What follows belongs to an exercise in optimizing a design on an open flow for small area; a production flow would make more cautious choices. In this exercise RTL edits were held to simulation tests only and were not proved equivalent to the original. The flow treats the clock pin as an ideal source, which a real chip does not have. Power and IR drop assume default switching activity.

==> flow/design.v (excerpt) <==
module Allocator
	#(parameter MODEL_ADDR_WIDTH=10, MODEL_DATA_WIDTH=18, MODEL_LOC_SIZE=1024,
					WEIGHT_ADDR_WIDTH=11, WEIGHT_DATA_WIDTH=9, WEIGHT_LOC_SIZE=2048,
					TENSOR_ADDR_WIDTH=9, TENSOR_DATA_WIDTH=36, TENSOR_LOC_SIZE=512)
	(input clk_11MHz, input resetn,
	output reg [7:0] N,
	output reg [7:0] M,
	output reg mm_ena,
	output mm_wea,
	output [MODEL_ADDR_WIDTH-1:0] mm_addra,
	output [MODEL_DATA_WIDTH-1:0] mm_dla,
	output wm_ena_0, wm_ena_1, wm_ena_2, wm_ena_3, wm_ena_4, wm_ena_5, wm_ena_6, wm_ena_7,
	output wm_wea_0, wm_wea_1, wm_wea_2, wm_wea_3, wm_wea_4, wm_wea_5, wm_wea_6, wm_wea_7,
	output [WEIGHT_ADDR_WIDTH-1:0] wm_addra_0,
	output [WEIGHT_ADDR_WIDTH-1:0] wm_addra_1,
	output [WEIGHT_ADDR_WIDTH-1:0] wm_addra_2,
	output [WEIGHT_ADDR_WIDTH-1:0] wm_addra_3,
	output [WEIGHT_ADDR_WIDTH-1:0] wm_addra_4,
	output [WEIGHT_ADDR_WIDTH-1:0] wm_addra_5,
	output [WEIGHT_ADDR_WIDTH-1:0] wm_addra_6,
	output [WEIGHT_ADDR_WIDTH-1:0] wm_addra_7,
	output [WEIGHT_DATA_WIDTH-1:0] wm_dla_0,
	output [WEIGHT_DATA_WIDTH-1:0] wm_dla_1,
	output [WEIGHT_DATA_WIDTH-1:0] wm_dla_2,
	output [WEIGHT_DATA_WIDTH-1:0] wm_dla_3,
	output [WEIGHT_DATA_WIDTH-1:0] wm_dla_4,
	output [WEIGHT_DATA_WIDTH-1:0] wm_dla_5,
	output [WEIGHT_DATA_WIDTH-1:0] wm_dla_6,
	output [WEIGHT_DATA_WIDTH-1:0] wm_dla_7,
	output tm_ena,
	output tm_wea,
	output [TENSOR_ADDR_WIDTH-1:0] tm_addra,
	output [TENSOR_DATA_WIDTH-1:0] tm_dla,
	input [7:0] RxData,
	input valid,
	output start_sig,
	output reg [3:0] StateLED
	);
Settings: LEC_CHECK=0, ABC_AREA=1, CAP_MARGIN=20, CORE_MARGIN=2, CORE_UTILIZATION=70, CTS_BUF_LIST=sky130_fd_sc_hd__clkbuf_4, SLEW_MARGIN=20; clock period 5.0 ns.
standard.sh (not shown) runs the stock make flow with config.mk's settings and CLKGATE_MAP_FILE= SYNTH_SCRIPT=/design/flow/synth_recipe.tcl, a recipe that flattens the netlist after the stock synthesis.
==> flow/flow/run.sh <==
#!/bin/bash
# The standard layout (standard.sh) with three changes:
#  - synthesis maps the logic with ABC's area mapper (flow/abc_area_map.script)
#    and without Yosys's half/full-adder extraction; registers, the synth
#    options and the flatten/rename steps are the standard flow's own (synth_recipe.tcl)
#  - each port's buffer is the smallest buffer cell
#  - the clock tree is four buf_12, each driving a quarter of the
#    flip-flops (flow/clock_tree.tcl, run as ORFS's PRE_CTS_TCL hook)
set -euo pipefail
here=$PWD
export AREA_ABC_SCRIPT=$here/flow/abc_area_map.script
{
  cat <<'TCL'
# use the area script for the technology mapping call of synth.tcl
proc abc {args} {
  set i [lsearch -exact $args -script]
  if {$i >= 0} { lset args [expr {$i + 1}] $::env(AREA_ABC_SCRIPT) }
  yosys abc {*}$args
}
TCL
  cat synth_recipe.tcl
} > area_synth.tcl
sed -e "s#SYNTH_SCRIPT=[^ ]*#SYNTH_SCRIPT=$here/area_synth.tcl ADDER_MAP_FILE=#" standard.sh > area_standard.sh
grep -q "SYNTH_SCRIPT=$here/area_synth.tcl" area_standard.sh
export BUFFER_PORTS_ARGS="-buffer_cell sky130_fd_sc_hd__buf_1"
export CTS_ARGS="-sink_clustering_enable -repair_clock_nets -buf_list sky130_fd_sc_hd__clkbuf_4 -dont_use_dummy_load"
export PRE_CTS_TCL=$here/flow/clock_tree.tcl
bash area_standard.sh > standard_flow.log 2>&1
Other scripts of this flow, unchanged in this note and not shown: flow/flow/abc_area_map.script, flow/flow/clock_tree.tcl
Next try:
--- a/flow/design.v
+++ b/flow/design.v
@@ -99,23 +99,23 @@
 	wire [9:0]  ibyte = {acline[1:0], C};    
 	wire [16:0] Hinc17 = inc16({8'd0, img[7:0]});
 	wire [7:0]  Hinc = Hinc17[7:0];
 	wire [16:0] Linc = inc16(L);
 	wire [16:0] Lnext = rowdone ? 17'd1 : Linc;    
 	wire [15:0] COL  = {img[15:8], img[23:16]};
 	wire rowend  = (Lnext == {1'b0, COL});
 	wire lastrow = (rowcnt == 16'd1);
 	wire mend    = (&C[7:0]) & (&img[7:0]);
 	wire iend    = (ibyte == 10'd782);
 	assign mm_wea = mm_ena;
-	assign mm_addra = {C[7:0], ~(p[2] ^ p[1]), p[2] & ~p[1]};
+	assign mm_addra = {acline[7:0], ~(p[2] ^ p[1]), p[2] & ~p[1]};
 	assign mm_dla = {2'b00, img[23:16], D};
 	wire [2:0] lane = L[2:0] - 3'd1;
 	wire [7:0] wsel = {8{we}} & (8'd1 << lane);
 	assign {wm_ena_7, wm_ena_6, wm_ena_5, wm_ena_4, wm_ena_3, wm_ena_2, wm_ena_1, wm_ena_0} = wsel;
 	assign {wm_wea_7, wm_wea_6, wm_wea_5, wm_wea_4, wm_wea_3, wm_wea_2, wm_wea_1, wm_wea_0} = wsel;
 	assign wm_addra_0 = acline; assign wm_addra_1 = acline;
 	assign wm_addra_2 = acline; assign wm_addra_3 = acline;
 	assign wm_addra_4 = acline; assign wm_addra_5 = acline;
 	assign wm_addra_6 = acline; assign wm_addra_7 = acline;
 	assign wm_dla_0 = {1'b0, D}; assign wm_dla_1 = {1'b0, D};
 	assign wm_dla_2 = {1'b0, D}; assign wm_dla_3 = {1'b0, D};
@@ -134,23 +134,23 @@
 			nt = 2'b00; np = FF ? 3'd0 : 3'd2;
 		end else case (t)
 		2'b00: begin
 			if (p[1]) np = 3'd0;
 			else if (p[0]) begin
 				if (RxData == 8'h01) begin nt = 2'b01; np = 3'd0; end
 				else if (RxData == 8'h02) begin nt = 2'b10; np = 3'd0; end
 				else if (RxData == 8'h03) begin nt = 2'b11; np = 3'd1; end
 				else np = 3'd2;
 			end else np = FF ? 3'd1 : 3'd0;
 		end
-		2'b01: if (p == 3'd6) np = lastrow ? 3'd7 : 3'd1;
+		2'b01: if (p == 3'd6) np = mend ? 3'd7 : 3'd1;
 		2'b10: if (p == 3'd5) np = (rowend && lastrow) ? (mend ? 3'd7 : 3'd1) : 3'd5;
 		2'b11: np = iend ? 3'd7 : 3'd1;
 		endcase
 	end
 	always @(posedge clk_11MHz) begin
 		if (~resetn) begin
 			t <= 2'b00; p <= 3'd0;
 			N <= 0; M <= 0; StateLED <= 0;
 			mm_ena <= 0; we <= 0;
 		end else begin
 			mm_ena <= valid && model && !p[0] && p != 3'd0;
@@ -164,30 +164,29 @@
 				if (model) StateLED[0] <= !(plast && FF);
 				if (wgt) StateLED[1] <= !(plast && FF);
 				if (image) StateLED[2] <= !(plast && FF);
 			end
 		end
 	end
 	always @(posedge clk_11MHz) begin
 		lv <= valid;
 		if (valid) begin
 			if (ReadW || !we) D <= RxData;
 			if (!ReadW) img[23:8] <= {wgt ? RxData : D, img[23:16]};
-			if (wgt) begin
-				if (Mnum) img[7:0] <= 8'hFF;
+			if (wgt || model) begin
+				if (p == 3'd0) img[7:0] <= 8'hFF;
 				else if (p == 3'd1 && (&C[7:0])) img[7:0] <= Hinc;
 			end else img[7:0] <= img[15:8];
 			if (FType) C <= 8'hFF;
-			else if (Mnum) C <= ~RxData;
+			else if (Nnum || Mnum) C <= ~RxData;
 			else if (p == 3'd1 && !ctrl) C <= Cinc;
 			if (FType) acline <= 11'h7FF;
 			else if (ReadW) acline <= inc11(acline, rowdone || L[2:0] == 3'd0);
-			else if (ReadImg && (&C)) acline <= inc11(acline, 1'b1);
+			else if ((ReadImg && (&C)) || (model && p == 3'd1)) acline <= inc11(acline, 1'b1);
 			if (ReadW) L <= Lnext[15:0];
 			rowdone <= !ReadW || rowend;
 			if (wgt && p == 3'd1) rowcnt[15:8] <= RxData;
-			else if (Nnum) rowcnt <= {8'd0, RxData};
 			else if (wgt && p == 3'd2) rowcnt[7:0] <= RxData;
-			else if ((ReadW && rowend && rowcnt != 16'd0) || (model && p == 3'd6)) rowcnt <= dec16(rowcnt);
+			else if (ReadW && rowend && rowcnt != 16'd0) rowcnt <= dec16(rowcnt);
 		end
 	end
 endmodule
What happened: The new run passed the timing, design-rule and antenna checks; core utilization stays flat; synthesized cell count falls by 0.80%; clock skew climbs by 0.0050 ns; total power rose by 0.50%; worst hold slack got worse by 0.0038 ns; die area climbs by 0.61%; wire length grows by 6.1%; sequential share of layout area barely changes; cell area hardly moves; setup slack is worse by 0.096 ns; clock power rises by about 2%; sequential cell count is unchanged; maximum frequency came out lower by 2.0%; combinational power stays flat.

afterwards: timing with drivers on the ports:
How much do the figures lean on ideal ports? The routed layouts below were timed once more, with nothing changed but the port constraints. Step 1 assumes that a clkbuf_16 drives the clock port and a buf_2 every other input. Step 2 adds t to the input delays and takes it off the output delays; t is the mean of the earliest and latest rising clock arrival at the registers after step 1. Input paths then give back, and output paths get back, about the clock's delay inside the block. Slacks: no drivers / after step 1 / after step 2; pairs: no drivers / after step 1.
run | t (ns) | setup slack, ns | worst setup path after step 2
the first run | 0.227 | 0.345 / 0.345 / 0.345 | register to register
the second run | 0.230 | 0.249 / 0.249 / 0.249 | register to register
After both steps setup and hold are still met in every run listed.
